From an optimization exercise on the open Yosys and OpenROAD flow, aimed at small area and a short achievable clock period; shortcuts taken in it are not production practice.
In this exercise RTL edits were held to simulation tests only and were not proved equivalent to the original.

==> flow/design.v, too long to show whole: its modules and the start of the top module <==
// module fp_mult_round: 62 lines
// module fp_mult_prep: 57 lines
// module fp_mult_flags: 32 lines
// module fp_mult_tree: 1955 lines
// module fp_mult_top: 84 lines
module fp_mult_top (
     clk, rst, rnd, a, b, z, status
);
  // ...
==> flow/flow/run.sh <==
#!/bin/bash
# The standard layout (standard.sh) with these make settings:
#  - port buffers are sky130_fd_sc_hd__buf_1 cells
#  - SYNTH_ARGS=-noabc: Yosys synth skips its early generic ABC pass (the
#    registers and their names come out as in the standard synthesis)
#  - DONT_USE_CELLS: the platform's list, plus the slow stacked OR3/OR4/AND4
#    cells, so that mapping builds wide ORs/ANDs from NAND/NOR gates
set -euo pipefail
DU="sky130_fd_sc_hd__probe_p_8 sky130_fd_sc_hd__probec_p_8 sky130_fd_sc_hd__lpflow_bleeder_1 sky130_fd_sc_hd__lpflow_clkbufkapwr_1 sky130_fd_sc_hd__lpflow_clkbufkapwr_16 sky130_fd_sc_hd__lpflow_clkbufkapwr_2 sky130_fd_sc_hd__lpflow_clkbufkapwr_4 sky130_fd_sc_hd__lpflow_clkbufkapwr_8 sky130_fd_sc_hd__lpflow_clkinvkapwr_1 sky130_fd_sc_hd__lpflow_clkinvkapwr_16 sky130_fd_sc_hd__lpflow_clkinvkapwr_2 sky130_fd_sc_hd__lpflow_clkinvkapwr_4 sky130_fd_sc_hd__lpflow_clkinvkapwr_8 sky130_fd_sc_hd__lpflow_decapkapwr_12 sky130_fd_sc_hd__lpflow_decapkapwr_3 sky130_fd_sc_hd__lpflow_decapkapwr_4 sky130_fd_sc_hd__lpflow_decapkapwr_6 sky130_fd_sc_hd__lpflow_decapkapwr_8 sky130_fd_sc_hd__lpflow_inputiso0n_1 sky130_fd_sc_hd__lpflow_inputiso0p_1 sky130_fd_sc_hd__lpflow_inputiso1n_1 sky130_fd_sc_hd__lpflow_inputiso1p_1 sky130_fd_sc_hd__lpflow_inputisolatch_1 sky130_fd_sc_hd__lpflow_isobufsrc_1 sky130_fd_sc_hd__lpflow_isobufsrc_16 sky130_fd_sc_hd__lpflow_isobufsrc_2 sky130_fd_sc_hd__lpflow_isobufsrc_4 sky130_fd_sc_hd__lpflow_isobufsrc_8 sky130_fd_sc_hd__lpflow_isobufsrckapwr_16 sky130_fd_sc_hd__lpflow_lsbuf_lh_hl_isowell_tap_1 sky130_fd_sc_hd__lpflow_lsbuf_lh_hl_isowell_tap_2 sky130_fd_sc_hd__lpflow_lsbuf_lh_hl_isowell_tap_4 sky130_fd_sc_hd__lpflow_lsbuf_lh_isowell_4 sky130_fd_sc_hd__lpflow_lsbuf_lh_isowell_tap_1 sky130_fd_sc_hd__lpflow_lsbuf_lh_isowell_tap_2 sky130_fd_sc_hd__lpflow_lsbuf_lh_isowell_tap_4"
DU="$DU sky130_fd_sc_hd__or4_1 sky130_fd_sc_hd__or4_2 sky130_fd_sc_hd__or4_4"
DU="$DU sky130_fd_sc_hd__or4b_1 sky130_fd_sc_hd__or4b_2 sky130_fd_sc_hd__or4b_4"
DU="$DU sky130_fd_sc_hd__or4bb_1 sky130_fd_sc_hd__or4bb_2 sky130_fd_sc_hd__or4bb_4"
DU="$DU sky130_fd_sc_hd__or3_1 sky130_fd_sc_hd__or3_2 sky130_fd_sc_hd__or3_4"
DU="$DU sky130_fd_sc_hd__or3b_1 sky130_fd_sc_hd__or3b_2 sky130_fd_sc_hd__or3b_4"
DU="$DU sky130_fd_sc_hd__and4_1 sky130_fd_sc_hd__and4_2 sky130_fd_sc_hd__and4_4"
bash standard.sh SETUP_SLACK_MARGIN=5.75 "BUFFER_PORTS_ARGS=-buffer_cell sky130_fd_sc_hd__buf_1" \
    "SYNTH_ARGS=-noabc" "DONT_USE_CELLS=$DU" finish > standard_make.log 2>&1
==> flow/standard.sh <==
#!/bin/bash
# synth_recipe.tcl (not shown) runs the flow's synth.tcl, then flattens the netlist and writes it again
# the make line also repeats each setting of config.mk as NAME=value (left out here)
make -C /OpenROAD-flow-scripts/flow DESIGN_CONFIG=/design/flow/config.mk WORK_HOME=/design/flow/orfs CLKGATE_MAP_FILE= SYNTH_SCRIPT=/design/flow/synth_recipe.tcl "${@:-finish}"
==> flow/config.mk <==
export PLATFORM = sky130hd
export DESIGN_NAME = fp_mult_top
export DESIGN_NICKNAME = fp_mult_top
export VERILOG_FILES = /design/flow/design.v
export SDC_FILE = /design/flow/constraint.sdc
export NUM_CORES = 4
export LEC_CHECK = 0
export CAP_MARGIN = 20
export CORE_MARGIN = 2
export CORE_UTILIZATION = 60
export CTS_BUF_LIST = sky130_fd_sc_hd__clkbuf_4 sky130_fd_sc_hd__clkbuf_8
export SLEW_MARGIN = 20
==> flow/constraint.sdc <==
create_clock -name core_clock -period 11.0 [get_ports {clk}]
set_input_delay 2.2000 -clock core_clock [delete_from_list [all_inputs] [get_ports {clk}]]
set_output_delay 2.2000 -clock core_clock [all_outputs]
set_load 0.01 [all_outputs]
==> impl_metrics.toml, run 1 <==
[critical_path]
crit_path_max_incr_delay_ns = 0.60
cp.buffers_inverters = 3
path_depth = 19
r2r_slack_ns = 5.77
critPathKind = "register to register"

[synthesis]
synth_area_leaders = "fa_1, dfxtp_1, xnor2_1"
synth_top_family_by_area = "compound AO/OA/AOI/OAI gates"
synth_area_um2 = 18940
synth_edf_count = 0
ys_seq_area_frac = 0.1733
synthMuxAreaShare = 0.005614
avgSynthCellArea_um2 = 9.000
synth_simple_gate_area_frac = 0.1127
yosys_warnings = 4
synth_ff_type = "dfxtp_1"
synthArstFlopShare = 0
synth_top_area_share = 0.1796
yosysTopAreaCell = "fa_1"

[clock_tree]
cts_tree = "built"
cts_setup_buffers = 17
cts_sinks = 164

[layout]
drive_gt1_frac = 0.1528
diodes = 0
largest_reg_flops = 26
dominant_cells = "multi-input combinational cells"
multi_input_area_share = 0.7255
num-clock-buffers = 17

[route]
ant_nets = 0
met3WireLength_um = 6945
dr.pass1.iters = 8

[run_status]
status = "timing/DRC/antenna clean"

[hold_path]
hp-start = "e01[2]"
whs_path_depth = 0

[global_routing]
grt-ovfl-total = 0
antenna_found_initial = 0
grt.total_usage = 0.3616

[place]
hpwl_um = 42680

[timing]
setup_tns_ns = 0
hold_violations = 0
==> run 2, diff against run 1 <==
--- a/flow/config.mk
+++ b/flow/config.mk
@@ -11,2 +11,3 @@
 export CTS_BUF_LIST = sky130_fd_sc_hd__clkbuf_4 sky130_fd_sc_hd__clkbuf_8
 export SLEW_MARGIN = 20
+export TNS_END_PERCENT = 0
==> impl_metrics.toml, run 2 <==
[clock_tree]
cts_tree = "built"
htreeDepth = 4
cts_buffer_depth = 2
cts_buffers = 17
ctsRootBufferMaster = "clkbuf_8"
path_clk_slew_ns = 0.10
hold_buffers = 0
clk-insertion-delay-late_ns = 0.49
cts_sinks = 164

[timing]
fmax_ghz = 0.1900
final.min_clock_period_ns = 5.263
finalWorstSetupSlack_ns = 5.737
setup_viol = 0
finalClockSkew_ns = 0.01581
setup_tns_ns = 0
relSlewSlack = 0.4204
maxSlewViolCount = 0
worstMarginPinSlew_ns = 0.8683
hold_violations = 0
whs_ns = 0.3792
finalCritPeriodShare = 0.4785
rsz0062_at_grt = "yes"

[critical_path]
start_kind = "register"
path_max_fanout = 25
r2r_start = "x1[14]"
critPathKind = "register to register"
cp-end-kind = "register"
arrival_ns = 5.64
reg2regPathDepth = 19
cpMostUsedCell = "fa_1"
crit_path_max_incr_delay_ns = 0.60
path_cells = "buf_6 -> a22o_1 -> a221oi_2 -> xnor2_1 -> ha_1 -> fa_1 -> fa_1 -> fa_1 -> ha_4 -> a21o_1 -> a311oi_2 -> o21ai_1 -> a21oi_2 -> buf_4 -> a31o_4 -> a21oi_4 -> buf_4 -> and3_1 -> a211o_1"
crit_required_ns = 11.38
startpoint = "x1[14]"
crit_slowest_cell = "fa_1"

[global_routing]
grt_pass1_vias = 16427
antenna_found_initial = 0
grt.total_usage = 0.3609
grt_pass1_wl_um = 93210
grt-ovfl-total = 0
grt_start_max_net_pins = 45

[flow_run]
maxCapViolCount = 0

[hold_path]
hold_path.class = "register to register"
whs_path_depth = 0
hp-start = "e01[2]"

[synthesis]
yosysTopAreaCell = "fa_1"
ys_seq_area_frac = 0.1733
synth_commonest_cells = "xnor2_1, fa_1, a221oi_1"
avgSynthCellArea_um2 = 9.000
yosys_warnings = 4
synth_most_common_cell = "xnor2_1"
synthCells = 2105
synth_edf_count = 0
synth_area_leaders = "fa_1, dfxtp_1, xnor2_1"
synthArstFlopShare = 0
synth_area_um2 = 18940
synth_top_area_share = 0.1796
synth_ff_type = "dfxtp_1"
yosysUniqueCellTypes = 87
ys_ff_latch = 164

[route]
wire_per_inst_um = 24.31
viasPerCell = 7.001
ant_nets = 0
drt_iter0_drc = 2298
vias = 17565
dr.pass1.iters = 9
drc = 0
wirelength_um = 60990

[run_status]
status = "timing/DRC/antenna clean"

[layout]
layout_commonest_cell = "xnor2_1"
fillers = 2612
biggestRegsByFlops = "p2 x26, x31 x25, x1 x23"
multi_input_area_um2 = 15180
largest_reg_flops = 26
area_growth_pct = 9.273
fin_area_um2 = 20700
final_cell_mix = "xnor2_1, a22o_1, fa_1"
drive_gt1_frac = 0.1282
nNetsFinal = 2438
ff_latch_area_um2 = 3425
top_register = "p2"

[floorplanning]
io_pins = 109
die_area_um2 = 33010
row_count = 65
fp.dieW_um = 181.7
start_util = 0.6050
core_um2 = 31310
die_h_um = 181.7

[place]
io_buffers = 106
hpwl_um = 42680
pre_cts_slack_ns = 4.988
dpl_cell_area_um2 = 19300
place_congestion = 0.9566
==> run 2: cell counts after synthesis <==
No cell type changed its count.
==> run 2: through the flow <==
step	std cells	utilization
3_5_place_dp	2446	0.6165
4_1_cts	2492	0.6438
6_report	2509	0.6611
5_1_grt	2508	0.6611
2_1_floorplan	2106	-
3_3_place_gp	2446	0.6165
==> run 2: cell type report <==
class | instances | share of cell area
Multi-Input combinational cell | 1682 | 0.7334
Sequential cell | 164 | 0.1654
Timing Repair Buffer | 167 | 0.04702
Tap cell | 402 | 0.02430
Clock buffer | 17 | 0.01130
Inverter | 61 | 0.01106
Clock inverter | 15 | 0.007374
Antenna cell | 1 | 0.0001209
==> run 2: what timing repair did <==
item / 4_1_cts / 5_1_grt
pin swaps: 13 / 49
buffers inserted: 14 / 15
setup endpoints to repair: 63 / 31
gates cloned: 0 / 1
resized for setup: 114 / 91
==> run 2: logic make-up (layout without fill, tap and decap cells) <==
kind of cell / count (synthesis) / in the layout / synth area share
simple gates: 431 / 431 / 0.1127
compound gates: 699 / 699 / 0.2833
fa+ha+maj: 276 / 276 / 0.2497
xor+xnor: 264 / 264 / 0.1221
other cells: 1 / 3 / 0.0001979
buf+inv: 260 / 260 / 0.05310
mux: 10 / 10 / 0.005614
flops: 164 / 164 / 0.1733
==> run 2: path summary, 6_finish.rpt <==
kind	endpoint	slack (ns)
setup / recovery	p2[46]	5.74
hold / removal	e02[2]	0.38
setup reg to reg	p2[46]	5.74
hold reg to reg	e02[2]	0.38
==> run 2: worst max-delay path, delay by kind of cell, from the launching register on <==
kind | cells | cell delay, ns
buffers and inverters | 3 | 0.52
xor gates and xnor gates | 1 | 0.13
AOI/OAI and AO/OA | 9 | 1.82
DFF | 1 | 0.32
and+or+nand+nor | 1 | 0.14
adders and majority gates | 5 | 2.17
==> run 2: per-layer routing <==
layer  vias to the layer above  part of all wire  global-route usage
li1                       7781                 -                   -
met3                       211              0.11             0.08263
met4                         0             0.047              0.1776
met5                         -                 0                   0
met1                      8512              0.41              0.5015
met2                      1061              0.43              0.5298
==> run 3, diff against run 2 <==
--- a/flow/flow/run.sh
+++ b/flow/flow/run.sh
@@ -6,4 +6,5 @@
 #  - DONT_USE_CELLS: the platform's list, plus the slow stacked OR3/OR4/AND4
 #    cells, so that mapping builds wide ORs/ANDs from NAND/NOR gates
+#  - SKIP_CTS_REPAIR_TIMING=1: timing repair runs once, after global routing
 set -euo pipefail
 DU="sky130_fd_sc_hd__probe_p_8 sky130_fd_sc_hd__probec_p_8 sky130_fd_sc_hd__lpflow_bleeder_1 sky130_fd_sc_hd__lpflow_clkbufkapwr_1 sky130_fd_sc_hd__lpflow_clkbufkapwr_16 sky130_fd_sc_hd__lpflow_clkbufkapwr_2 sky130_fd_sc_hd__lpflow_clkbufkapwr_4 sky130_fd_sc_hd__lpflow_clkbufkapwr_8 sky130_fd_sc_hd__lpflow_clkinvkapwr_1 sky130_fd_sc_hd__lpflow_clkinvkapwr_16 sky130_fd_sc_hd__lpflow_clkinvkapwr_2 sky130_fd_sc_hd__lpflow_clkinvkapwr_4 sky130_fd_sc_hd__lpflow_clkinvkapwr_8 sky130_fd_sc_hd__lpflow_decapkapwr_12 sky130_fd_sc_hd__lpflow_decapkapwr_3 sky130_fd_sc_hd__lpflow_decapkapwr_4 sky130_fd_sc_hd__lpflow_decapkapwr_6 sky130_fd_sc_hd__lpflow_decapkapwr_8 sky130_fd_sc_hd__lpflow_inputiso0n_1 sky130_fd_sc_hd__lpflow_inputiso0p_1 sky130_fd_sc_hd__lpflow_inputiso1n_1 sky130_fd_sc_hd__lpflow_inputiso1p_1 sky130_fd_sc_hd__lpflow_inputisolatch_1 sky130_fd_sc_hd__lpflow_isobufsrc_1 sky130_fd_sc_hd__lpflow_isobufsrc_16 sky130_fd_sc_hd__lpflow_isobufsrc_2 sky130_fd_sc_hd__lpflow_isobufsrc_4 sky130_fd_sc_hd__lpflow_isobufsrc_8 sky130_fd_sc_hd__lpflow_isobufsrckapwr_16 sky130_fd_sc_hd__lpflow_lsbuf_lh_hl_isowell_tap_1 sky130_fd_sc_hd__lpflow_lsbuf_lh_hl_isowell_tap_2 sky130_fd_sc_hd__lpflow_lsbuf_lh_hl_isowell_tap_4 sky130_fd_sc_hd__lpflow_lsbuf_lh_isowell_4 sky130_fd_sc_hd__lpflow_lsbuf_lh_isowell_tap_1 sky130_fd_sc_hd__lpflow_lsbuf_lh_isowell_tap_2 sky130_fd_sc_hd__lpflow_lsbuf_lh_isowell_tap_4"
@@ -15,3 +16,3 @@
 DU="$DU sky130_fd_sc_hd__and4_1 sky130_fd_sc_hd__and4_2 sky130_fd_sc_hd__and4_4"
 bash standard.sh SETUP_SLACK_MARGIN=5.75 "BUFFER_PORTS_ARGS=-buffer_cell sky130_fd_sc_hd__buf_1" \
-    "SYNTH_ARGS=-noabc" "DONT_USE_CELLS=$DU" finish > standard_make.log 2>&1
+    "SYNTH_ARGS=-noabc" "DONT_USE_CELLS=$DU" SKIP_CTS_REPAIR_TIMING=1 finish > standard_make.log 2>&1
==> impl_metrics.toml, run 3 <==
[route]
vias = 17383
ant_nets = 0
viasPerCell = 6.964
dr.pass1.iters = 7
wire_per_inst_um = 23.91
wirelength_um = 59690
drc = 0
drt_iter0_drc = 2203

[global_routing]
grt_pass1_vias = 16192
grt.total_usage = 0.3531
grt-ovfl-total = 0
grt_start_max_net_pins = 45
grt_pass1_wl_um = 91560
antenna_found_initial = 0

[layout]
diodes = 0
largest_reg_flops = 26
area_growth_pct = 7.622
layout_commonest_cell = "xnor2_1"
biggestRegsByFlops = "p2 x26, x31 x25, x1 x23"
fillers = 2650
drive_gt1_frac = 0.1055
fin_util = 0.6511
nNetsFinal = 2426
top_register = "p2"
final_cell_mix = "xnor2_1, fa_1, a22o_1"

[critical_path]
path_max_fanout = 10
start_kind = "register"
crit_slowest_cell = "fa_2"
crit_required_ns = 11.38
path_cells = "a22o_1 -> a221oi_1 -> xnor2_1 -> fa_1 -> fa_2 -> fa_2 -> fa_2 -> ha_1 -> nand4_1 -> nor4_2 -> o211ai_2 -> a31o_4 -> a21oi_4 -> buf_12 -> nand2_2 -> a211o_1"
cpMostUsedCell = "fa_2"
cp-end-kind = "register"
cp_top_family = "adder cells"
reg2regPathDepth = 16
cp.buffers_inverters = 1
r2r_start = "x31[17]"
arrival_ns = 5.63
critPathKind = "register to register"
crit_path_max_incr_delay_ns = 0.57
r2r_slack_ns = 5.75
reg2reg_to = "p2[46]"

[clock_tree]
cts_tree = "built"
ctsRootBufferMaster = "clkbuf_8"
htreeDepth = 4
path_clk_slew_ns = 0.10
clk-insertion-delay-late_ns = 0.49
cts_buffer_depth = 2
cts_buffers = 17
cts_sinks = 164

[place]
hpwl_um = 42680
io_buffers = 106
place_congestion = 0.9566

[floorplanning]
row_count = 65
io_pins = 109
core_um2 = 31310
die_h_um = 181.7
die_area_um2 = 33010
start_util = 0.6050
fp.dieW_um = 181.7

[synthesis]
synthCells = 2105
ys_seq_area_frac = 0.1733
synth_ff_type = "dfxtp_1"
synth_area_um2 = 18940
ys_ff_latch = 164
synth_most_common_cell = "xnor2_1"
synth_area_leaders = "fa_1, dfxtp_1, xnor2_1"
avgSynthCellArea_um2 = 9.000
yosysTopAreaCell = "fa_1"
synth_top_area_share = 0.1796
synth_commonest_cells = "xnor2_1, fa_1, a221oi_1"
synth_edf_count = 0
yosysUniqueCellTypes = 87
synthArstFlopShare = 0
yosys_warnings = 4

[flow_run]
maxCapViolCount = 0

[timing]
finalCritPeriodShare = 0.4776
finalClockSkew_ns = 0.01580
maxSlewViolCount = 0
hold_violations = 0
setup_viol = 0
fmax_ghz = 0.1903
rsz0062_at_grt = "yes"
worstMarginPinSlew_ns = 0.8871
relSlewSlack = 0.4078
setup_tns_ns = 0
final.min_clock_period_ns = 5.254

[hold_path]
hold_path.class = "register to register"
hp-start = "e01[2]"
hold-path-endpoint = "e02[2]"
whs_path_depth = 0

[run_status]
status = "timing/DRC/antenna clean"
## run 3: how the worst max path moves through the flow
stage / from / endpoint / slack, ns / cells past startpoint
5_1_grt: x1[19] / p2[44] / 5.58 / 17
3_3_place_gp: s31[4] / p2[42] / 5.12 / 16
4_1_cts: p2[23] / z[22] / 4.75 / 10
2_1_floorplan: ng1[5] / p2[42] / 5.77 / 16
6_report: x31[17] / p2[46] / 5.75 / 16
3_5_place_dp: s31[4] / p2[42] / 4.99 / 16
## run 3: routing by layer
metal  vias to the layer above  part of all wire  track usage
met5                         -                 0            0
met1                      8463              0.42       0.4938
li1                       7749                 -            -
met4                         0             0.043       0.1577
met2                       975              0.44       0.5215
met3                       196             0.099      0.08183
## run 3: logic make-up after synthesis
kind of cell	Yosys count	synth area share
buffers and inverters	260	0.05310
muxes	10	0.005614
and+or+nand+nor	431	0.1127
xor gates and xnor gates	264	0.1221
AOI/OAI and AO/OA	699	0.2833
other	1	0.0001979
adders and majority gates	276	0.2497
DFF	164	0.1733
## run 3: cell type report
class                   count  area [um^2]  share of cell area
flip-flops and latches    164         3408              0.1672
inverters                  61        229.0             0.01123
well taps                 402        503.0             0.02467
repair buffers            155        890.9             0.04369
multi-input cells        1682        14970              0.7343
clock buffers              17        234.0             0.01148
clock inverters            15        152.6            0.007487
## run 3: through the flow
step                      hold WS (ns)  instance area (um^2)  setup slack (ns)  instances
final                           0.3791                 20390             5.746       2496
after global routing            0.4011                 20390             5.575       2496
after CTS                       0.3788                 19690             4.746       2478
after detailed placement        0.3610                 19300             4.988       2446
after global placement          0.3645                 19300             5.115       2446
after floorplan                 0.3507                 18950             5.774       2106
==> run 4, diff against run 3 <==
--- a/flow/flow/run.sh
+++ b/flow/flow/run.sh
@@ -15,4 +15,4 @@
 DU="$DU sky130_fd_sc_hd__or3b_1 sky130_fd_sc_hd__or3b_2 sky130_fd_sc_hd__or3b_4"
 DU="$DU sky130_fd_sc_hd__and4_1 sky130_fd_sc_hd__and4_2 sky130_fd_sc_hd__and4_4"
-bash standard.sh SETUP_SLACK_MARGIN=5.75 "BUFFER_PORTS_ARGS=-buffer_cell sky130_fd_sc_hd__buf_1" \
+bash standard.sh SETUP_SLACK_MARGIN=6 "BUFFER_PORTS_ARGS=-buffer_cell sky130_fd_sc_hd__buf_1" \
     "SYNTH_ARGS=-noabc" "DONT_USE_CELLS=$DU" SKIP_CTS_REPAIR_TIMING=1 finish > standard_make.log 2>&1
==> impl_metrics.toml, run 4 <==
[synthesis]
avgSynthCellArea_um2 = 9.000
synth_area_leaders = "fa_1, dfxtp_1, xnor2_1"
synth_ff_type = "dfxtp_1"
ys_ff_latch = 164
synth_top_area_share = 0.1796
synth_edf_count = 0
yosysUniqueCellTypes = 87
synthCells = 2105
synthArstFlopShare = 0
synth_commonest_cells = "xnor2_1, fa_1, a221oi_1"
synth_area_um2 = 18940
yosys_warnings = 4
yosysTopAreaCell = "fa_1"
ys_seq_area_frac = 0.1733
synth_most_common_cell = "xnor2_1"

[route]
drt_iter0_drc = 2680
wire_per_inst_um = 26.23
viasPerCell = 7.221
wirelength_um = 66900
vias = 18414
drc = 0
dr.pass1.iters = 8
ant_nets = 0

[hold_path]
hold_path.class = "register to register"

[critical_path]
path_cells = "buf_4 -> buf_6 -> a22o_1 -> a221oi_1 -> xnor2_1 -> ha_1 -> fa_1 -> fa_1 -> ha_1 -> a211oi_1 -> o211ai_1 -> a21o_1 -> a21oi_2 -> buf_4 -> a31o_4 -> a21oi_4 -> buf_12 -> buf_4 -> a221oi_2 -> xnor2_1"
path_max_fanout = 12
cpMostUsedCell = "buf_4"
cp-end-kind = "register"
cp.buffers_inverters = 5
arrival_ns = 5.70
crit_slowest_cell = "a221oi_1"
start_kind = "register"
crit_required_ns = 11.42
critPathKind = "register to register"
cp_top_family = "compound AO/OA/AOI/OAI gates"
crit_path_max_incr_delay_ns = 0.52

[layout]
final_cell_mix = "xnor2_1, fa_1, a22o_1"
largest_reg_flops = 26
drive_gt1_frac = 0.1443
biggestRegsByFlops = "p2 x26, x31 x25, x1 x23"
area_growth_pct = 11.80
diodes = 0
nNetsFinal = 2480
fin_area_um2 = 21180
final_cells = 2550
top_register = "p2"
layout_commonest_cell = "xnor2_1"

[place]
dpl.cell_count = 2444
place_congestion = 0.9680
hpwl_um = 44600
io_buffers = 106
dpl_cell_area_um2 = 19410

[global_routing]
antenna_found_initial = 1
grt.total_usage = 0.3684
grtUsageMet3 = 0.1017
grt-ovfl-total = 0
gr-usage-met2 = 0.5411
grt_pass1_wl_um = 94720
met1_usage = 0.5072
grt_pass1_vias = 16177
grt_start_max_net_pins = 45
grt-busiest-layer = "met2"

[run_status]
status = "timing/DRC/antenna clean"

[clock_tree]
cts_buffer_depth = 2
cts_buffers = 17
cts_tree = "built"
path_clk_slew_ns = 0.10
htreeDepth = 4
cts_sinks = 164
ctsRootBufferMaster = "clkbuf_8"
clk-insertion-delay-late_ns = 0.50

[flow_run]
maxCapViolCount = 0

[timing]
rsz0062_at_grt = "yes"
finalClockSkew_ns = 0.02083
final.min_clock_period_ns = 5.281
relSlewSlack = 0.4628
finalCritPeriodShare = 0.4801
setup_tns_ns = 0
setup_viol = 0
fmax_ghz = 0.1894
maxSlewViolCount = 0
hold_violations = 0
whs_ns = 0.3762
worstMarginPinSlew_ns = 0.8058

[floorplanning]
row_count = 65
fp.dieW_um = 181.7
die_area_um2 = 33010
start_util = 0.6050
core_um2 = 31310
die_h_um = 181.7
io_pins = 109
-- run 4: per-stage QoR --
stage | util | setup WS, ns
5_1_grt | 0.6764 | 5.627
2_1_floorplan | - | 5.997
4_1_cts | 0.6326 | 4.817
3_3_place_gp | 0.6198 | 5.220
3_5_place_dp | 0.6199 | 5.096
6_report | 0.6764 | 5.719
-- run 4: per-layer routing --
| metal | part of all wire | vias up | wire length [um] |
|---|---|---|---|
| met1 | 0.39 | 8793 | 26410 |
| li1 | - | 7861 | - |
| met2 | 0.41 | 1396 | 27630 |
| met4 | 0.060 | 2 | 4007 |
| met3 | 0.13 | 362 | 8842 |
| met5 | 0.00019 | - | 13 |
-- run 4: worst register-to-register path, stage by stage (launching register included) --
cell,delay [ns]
dfxtp_4,0.42
buf_4,0.21
buf_6,0.18
a22o_1,0.21
a221oi_1,0.52
xnor2_1,0.16
ha_1,0.23
fa_1,0.51
fa_1,0.49
ha_1,0.32
a211oi_1,0.33
o211ai_1,0.20
a21o_1,0.20
a21oi_2,0.09
buf_4,0.16
a31o_4,0.23
a21oi_4,0.08
buf_12,0.15
buf_4,0.13
a221oi_2,0.25
xnor2_1,0.14
-- run 4: final cells by class --
class	instances	area [um^2]
repair buffers	209	1400
fillers	2560	10130
clock buffers	18	241.5
flip-flops and latches	164	3455
well taps	402	503.0
multi-input cells	1682	15190
inverters	61	229.0
clock inverters	14	157.7
-- run 4: kinds of logic after synthesis --
family                     after synthesis  synth area share
buffers and inverters                  260           0.05310
muxes                                   10          0.005614
adders and majority gates              276            0.2497
other                                    1         0.0001979
and+or+nand+nor                        431            0.1127
xor gates and xnor gates               264            0.1221
DFF                                    164            0.1733
AOI/OAI and AO/OA                      699            0.2833
-- run 4: path summary, 6_finish.rpt --
path / from / slack (ns) / depth (start not counted) / endpoint
setup / recovery: s41[0] / 5.72 / 20 / p2[41]
hold reg to reg: e01[6] / 0.38 / 0 / e02[6]
hold / removal: e01[6] / 0.38 / 0 / e02[6]
setup reg to reg: s41[0] / 5.72 / 20 / p2[41]
==> run 5, diff against run 4 <==
--- a/flow/flow/run.sh
+++ b/flow/flow/run.sh
@@ -15,4 +15,4 @@
 DU="$DU sky130_fd_sc_hd__or3b_1 sky130_fd_sc_hd__or3b_2 sky130_fd_sc_hd__or3b_4"
 DU="$DU sky130_fd_sc_hd__and4_1 sky130_fd_sc_hd__and4_2 sky130_fd_sc_hd__and4_4"
-bash standard.sh SETUP_SLACK_MARGIN=6 "BUFFER_PORTS_ARGS=-buffer_cell sky130_fd_sc_hd__buf_1" \
+bash standard.sh SETUP_SLACK_MARGIN=5.5 "BUFFER_PORTS_ARGS=-buffer_cell sky130_fd_sc_hd__buf_1" \
     "SYNTH_ARGS=-noabc" "DONT_USE_CELLS=$DU" SKIP_CTS_REPAIR_TIMING=1 finish > standard_make.log 2>&1
==> impl_metrics.toml, run 5 <==
[timing]
setup_tns_ns = 0
whs_ns = 0.3761
finalCritPeriodShare = 0.5002
final.min_clock_period_ns = 5.502
relSlewSlack = 0.3091
setup_viol = 0
finalClockSkew_ns = 0.02063
hold_violations = 0
maxSlewViolCount = 0
rsz0062_at_grt = "yes"
fmax_ghz = 0.1818
worstMarginPinSlew_ns = 1.027

[global_routing]
grt.total_usage = 0.3584
grt-ovfl-total = 0
grt_pass1_wl_um = 92410
grt_start_max_net_pins = 45
grt_pass1_vias = 16302
antenna_found_initial = 0

[layout]
final_cell_mix = "xnor2_1, fa_1, a221oi_1"
top_register = "p2"
fillers = 2730
drive_gt1_frac = 0.07637
nNetsFinal = 2414
area_growth_pct = 5.198
largest_reg_flops = 26
diodes = 0
layout_commonest_cell = "xnor2_1"
biggestRegsByFlops = "p2 x26, x31 x25, x1 x23"

[critical_path]
reg2reg_to = "p2[44]"
r2r_slack_ns = 5.51
critPathKind = "register to output pin"
path_max_fanout = 10
crit_path_max_incr_delay_ns = 0.45
r2r_start = "x31[10]"
cp-end-kind = "output pin"
crit_slowest_cell = "dfxtp_1"
arrival_ns = 3.30
cpMostUsedCell = "a21oi_1"
path_cells = "a21oi_1 -> a21oi_1 -> ha_1 -> inv_1 -> nor3_4 -> nor3b_4 -> and2b_4 -> o22a_1 -> a21oi_1 -> o41ai_2 -> buf_1"
start_kind = "register"
crit_required_ns = 8.80
reg2regPathDepth = 15

[floorplanning]
io_pins = 109
row_count = 65
die_h_um = 181.7
fp.dieW_um = 181.7
core_um2 = 31310
die_area_um2 = 33010
start_util = 0.6050

[synthesis]
synth_area_leaders = "fa_1, dfxtp_1, xnor2_1"
avgSynthCellArea_um2 = 9.000
synth_top_area_share = 0.1796
synth_most_common_cell = "xnor2_1"
ys_seq_area_frac = 0.1733
synthCells = 2105
ys_ff_latch = 164
synth_ff_type = "dfxtp_1"
synth_edf_count = 0
yosysUniqueCellTypes = 87
synth_area_um2 = 18940
yosys_warnings = 4
yosysTopAreaCell = "fa_1"
synthArstFlopShare = 0
synth_commonest_cells = "xnor2_1, fa_1, a221oi_1"

[flow_run]
maxCapViolCount = 0

[hold_path]
hold_path.class = "register to register"
whs_path_depth = 0
hp-start = "e01[3]"
hold-path-endpoint = "e02[3]"

[clock_tree]
clk-insertion-delay-late_ns = 0.50
cts_sinks = 164
path_clk_slew_ns = 0.09
htreeDepth = 4
cts_buffers = 17
ctsRootBufferMaster = "clkbuf_8"
cts_buffer_depth = 2
cts_tree = "built"

[route]
ant_nets = 0
viasPerCell = 6.933
wirelength_um = 59570
vias = 17222
drt_iter0_drc = 2152
drc = 0
wire_per_inst_um = 23.98
dr.pass1.iters = 8

[place]
hpwl_um = 43500
io_buffers = 106
place_congestion = 0.9709

[run_status]
status = "timing/DRC/antenna clean"
## run 5: cell counts after synthesis
Identical to the previous run, type by type.
## run 5: layer usage
layer  vias up  routed length, um  GRT usage
met4         0               1978     0.1402
li1       7738                  -          -
met1      8298              24750     0.4875
met5         -                  0          0
met3       154               6931     0.1173
met2      1032              25910     0.5289
## run 5: kinds of logic (layout without fill, tap and decap cells)
group / after synthesis / after routing / synth area share
compound gates: 699 / 700 / 0.2833
xor+xnor: 264 / 264 / 0.1221
fa+ha+maj: 276 / 276 / 0.2497
buf+inv: 260 / 235 / 0.05310
flops: 164 / 164 / 0.1733
mux: 10 / 10 / 0.005614
other cells: 1 / 2 / 0.0001979
simple gates: 431 / 431 / 0.1127
## run 5: critical path: cells and delay by family (launching register included)
| family | cells | cell delay [ns] |
|---|---|---|
| compound gates | 5 | 0.73 |
| buf+inv | 2 | 0.38 |
| simple gates | 3 | 0.84 |
| fa+ha+maj | 1 | 0.42 |
| flops | 1 | 0.45 |
## run 5: worst max-delay path by stage
| stage | startpoint | to | slack [ns] | cells after the start |
|---|---|---|---|---|
| CTS | p2[23] | z[22] | 4.80 | 10 |
| finish | p2[23] | z[20] | 5.50 | 11 |
| global route | x1[19] | p2[44] | 5.32 | 15 |
| floorplan | ng1[6] | p2[42] | 5.71 | 16 |
| detailed placement | x1[13] | p2[42] | 5.05 | 16 |
| global placement | s31[3] | p2[42] | 5.12 | 16 |
## run 5: layout make-up
class / instances / area [um^2] / share of cell area
sequential: 164 / 3359 / 0.1686
multi-input combinational: 1683 / 14790 / 0.7423
tap: 402 / 503.0 / 0.02524
inverter: 61 / 229.0 / 0.01149
clock buffer: 18 / 241.5 / 0.01212
clock inverter: 14 / 135.1 / 0.006781
timing repair buffer: 142 / 668.1 / 0.03353
## run 5: through the flow
step	instance area [um^2]	cells	setup WS, ns	util
final	19930	2484	5.498	0.6365
after global routing	19930	2484	5.324	0.6365
after CTS	19660	2475	4.804	0.6279
after detailed placement	19280	2443	5.046	0.6158
after global placement	19280	2443	5.122	0.6158
after floorplan	18950	2106	5.714	-
==> run 6, diff against run 5 <==
--- a/flow/flow/run.sh
+++ b/flow/flow/run.sh
@@ -15,4 +15,4 @@
 DU="$DU sky130_fd_sc_hd__or3b_1 sky130_fd_sc_hd__or3b_2 sky130_fd_sc_hd__or3b_4"
 DU="$DU sky130_fd_sc_hd__and4_1 sky130_fd_sc_hd__and4_2 sky130_fd_sc_hd__and4_4"
-bash standard.sh SETUP_SLACK_MARGIN=5.5 "BUFFER_PORTS_ARGS=-buffer_cell sky130_fd_sc_hd__buf_1" \
+bash standard.sh SETUP_SLACK_MARGIN=6.25 "BUFFER_PORTS_ARGS=-buffer_cell sky130_fd_sc_hd__buf_1" \
     "SYNTH_ARGS=-noabc" "DONT_USE_CELLS=$DU" SKIP_CTS_REPAIR_TIMING=1 finish > standard_make.log 2>&1
==> impl_metrics.toml, run 6 <==
[critical_path]
critPathKind = "register to register"
reg2regPathDepth = 16
cp-end-kind = "register"
arrival_ns = 5.62
crit_required_ns = 11.43
start_kind = "register"
path_max_fanout = 8

[clock_tree]
htreeDepth = 4
cts_tree = "built"
path_clk_slew_ns = 0.11
cts_buffers = 17
cts_sinks = 164
ctsRootBufferMaster = "clkbuf_8"
cts_buffer_depth = 2
clk-insertion-delay-late_ns = 0.52

[timing]
worstMarginPinSlew_ns = 0.8485
setup_viol = 0
finalClockSkew_ns = 0.02356
maxSlewViolCount = 0
fmax_ghz = 0.1926
final.min_clock_period_ns = 5.193
relSlewSlack = 0.4335
rsz0062_at_grt = "yes"
finalCritPeriodShare = 0.4721
hold_violations = 0
setup_tns_ns = 0

[synthesis]
synth_edf_count = 0
synth_area_leaders = "fa_1, dfxtp_1, xnor2_1"
yosys_warnings = 4
ys_ff_latch = 164
synth_area_um2 = 18940
yosysTopAreaCell = "fa_1"
synthCells = 2105
synth_most_common_cell = "xnor2_1"
synth_top_area_share = 0.1796
synth_commonest_cells = "xnor2_1, fa_1, a221oi_1"
synth_ff_type = "dfxtp_1"
synthArstFlopShare = 0
yosysUniqueCellTypes = 87
avgSynthCellArea_um2 = 9.000
ys_seq_area_frac = 0.1733

[layout]
area_growth_pct = 9.081
layout_commonest_cell = "xnor2_1"
final_cell_mix = "xnor2_1, a22o_1, fa_1"
nNetsFinal = 2435
largest_reg_flops = 26
biggestRegsByFlops = "p2 x26, x31 x25, x1 x23"
fillers = 2641
drive_gt1_frac = 0.1179
diodes = 0
top_register = "p2"

[hold_path]
hold_path.class = "register to register"
whs_path_depth = 0

[flow_run]
maxCapViolCount = 0

[floorplanning]
core_um2 = 31310
die_area_um2 = 33010
row_count = 65
io_pins = 109
fp.dieW_um = 181.7
die_h_um = 181.7
start_util = 0.6050

[place]
place_congestion = 0.9749
hpwl_um = 42630
io_buffers = 106

[route]
wire_per_inst_um = 24.46
drt_iter0_drc = 2105
wirelength_um = 61280
ant_nets = 0
dr.pass1.iters = 10
viasPerCell = 6.998
drc = 0
vias = 17529

[global_routing]
grt.total_usage = 0.3644
grt_pass1_wl_um = 94120
antenna_found_initial = 1
grt_start_max_net_pins = 45
grt_pass1_vias = 16666
grt-ovfl-total = 0

[run_status]
status = "timing/DRC/antenna clean"
==> run 6: worst paths after layout <==
kind	start	endpoint	slack [ns]
setup reg to reg	x31[24]	p2[44]	5.81
hold / removal	e01[7]	e02[7]	0.37
setup / recovery	x31[24]	p2[44]	5.81
hold reg to reg	e01[7]	e02[7]	0.37
==> run 6: logic make-up (layout without fill, tap and decap cells) <==
logic type	count (synthesis)	after routing	share of synthesized area
adder cells (fa/ha/maj)	276	276	0.2497
AND/OR/NAND/NOR	431	431	0.1127
XOR/XNOR	264	264	0.1221
other	1	2	0.0001979
multiplexers	10	10	0.005614
AO/OA/AOI/OAI	699	700	0.2833
flip-flops	164	164	0.1733
buffers and inverters	260	256	0.05310
==> run 6: stage by stage <==
| step | worst slack (ns) | cell area [um^2] | hold WS (ns) | std cells | utilization |
|---|---|---|---|---|---|
| detailed placement | 5.250 | 19610 | 0.3573 | 2451 | 0.6263 |
| global route | 5.671 | 20660 | 0.3794 | 2505 | 0.6600 |
| floorplan | 6.217 | 19380 | 0.3507 | 2106 | - |
| finish | 5.807 | 20660 | 0.3699 | 2505 | 0.6600 |
| CTS | 4.692 | 20000 | 0.3697 | 2483 | 0.6386 |
| global placement | 5.222 | 19610 | 0.3574 | 2451 | 0.6263 |
==> run 6: metal layers <==
metal | share of wire | global-route usage | vias up
met5 | 0.00015 | 0 | -
met4 | 0.049 | 0.1626 | 2
met3 | 0.12 | 0.1109 | 289
met2 | 0.44 | 0.5549 | 1101
met1 | 0.40 | 0.4785 | 8371
li1 | - | - | 7766
==> run 6: critical path: stages (launching register included) <==
cell	delay [ns]
dfxtp_1	0.74
a221oi_2	0.19
xnor2_1	0.26
fa_1	0.48
fa_1	0.47
fa_1	0.54
fa_1	0.46
ha_4	0.29
a21o_1	0.16
a21o_1	0.17
a21oi_1	0.13
inv_1	0.09
a2111oi_4	0.31
buf_4	0.20
a21oi_4	0.08
a2111o_1	0.43
o311ai_2	0.09
==> run 6: layout make-up <==
| cell class | count | area, um^2 | area share |
|---|---|---|---|
| tap | 402 | 503.0 | 0.02434 |
| timing repair buffer | 163 | 887.1 | 0.04293 |
| sequential | 164 | 3398 | 0.1644 |
| multi-input combinational | 1683 | 15260 | 0.7386 |
| inverter | 61 | 229.0 | 0.01108 |
| clock inverter | 14 | 142.6 | 0.006902 |
| clock buffer | 18 | 241.5 | 0.01169 |

separate check: timing with driven ports:
How much do the figures lean on ideal ports? The routed layouts below were timed once more, with nothing changed but the port constraints. Step 1 sets driving cells, clkbuf_16 on the clock port and buf_2 on the other inputs (assumed; they add their load-dependent delay and slew). Step 2, shift: input delay + t, output delay - t, t = (earliest + latest rising clock arrival at the registers) / 2. This alone moves slack from input paths to output paths. Three values: ideal ports, drivers, drivers and shift; two values: the first two.
run	shift t [ns]	slack for setup (ns)	clock arrival spread, ns
run 1	0.534	5.771 / 5.771 / 5.771	0.020 / 0.021
run 2	0.539	5.737 / 5.737 / 5.737	0.016 / 0.016
run 3	0.529	5.746 / 5.746 / 5.746	0.018 / 0.018
run 4	0.545	5.719 / 5.719 / 5.719	0.022 / 0.022
run 5	0.542	5.498 / 5.444 / 5.508	0.021 / 0.020
run 6	0.554	5.807 / 5.807 / 5.807	0.031 / 0.031
After both steps setup and hold are still met in every run listed.
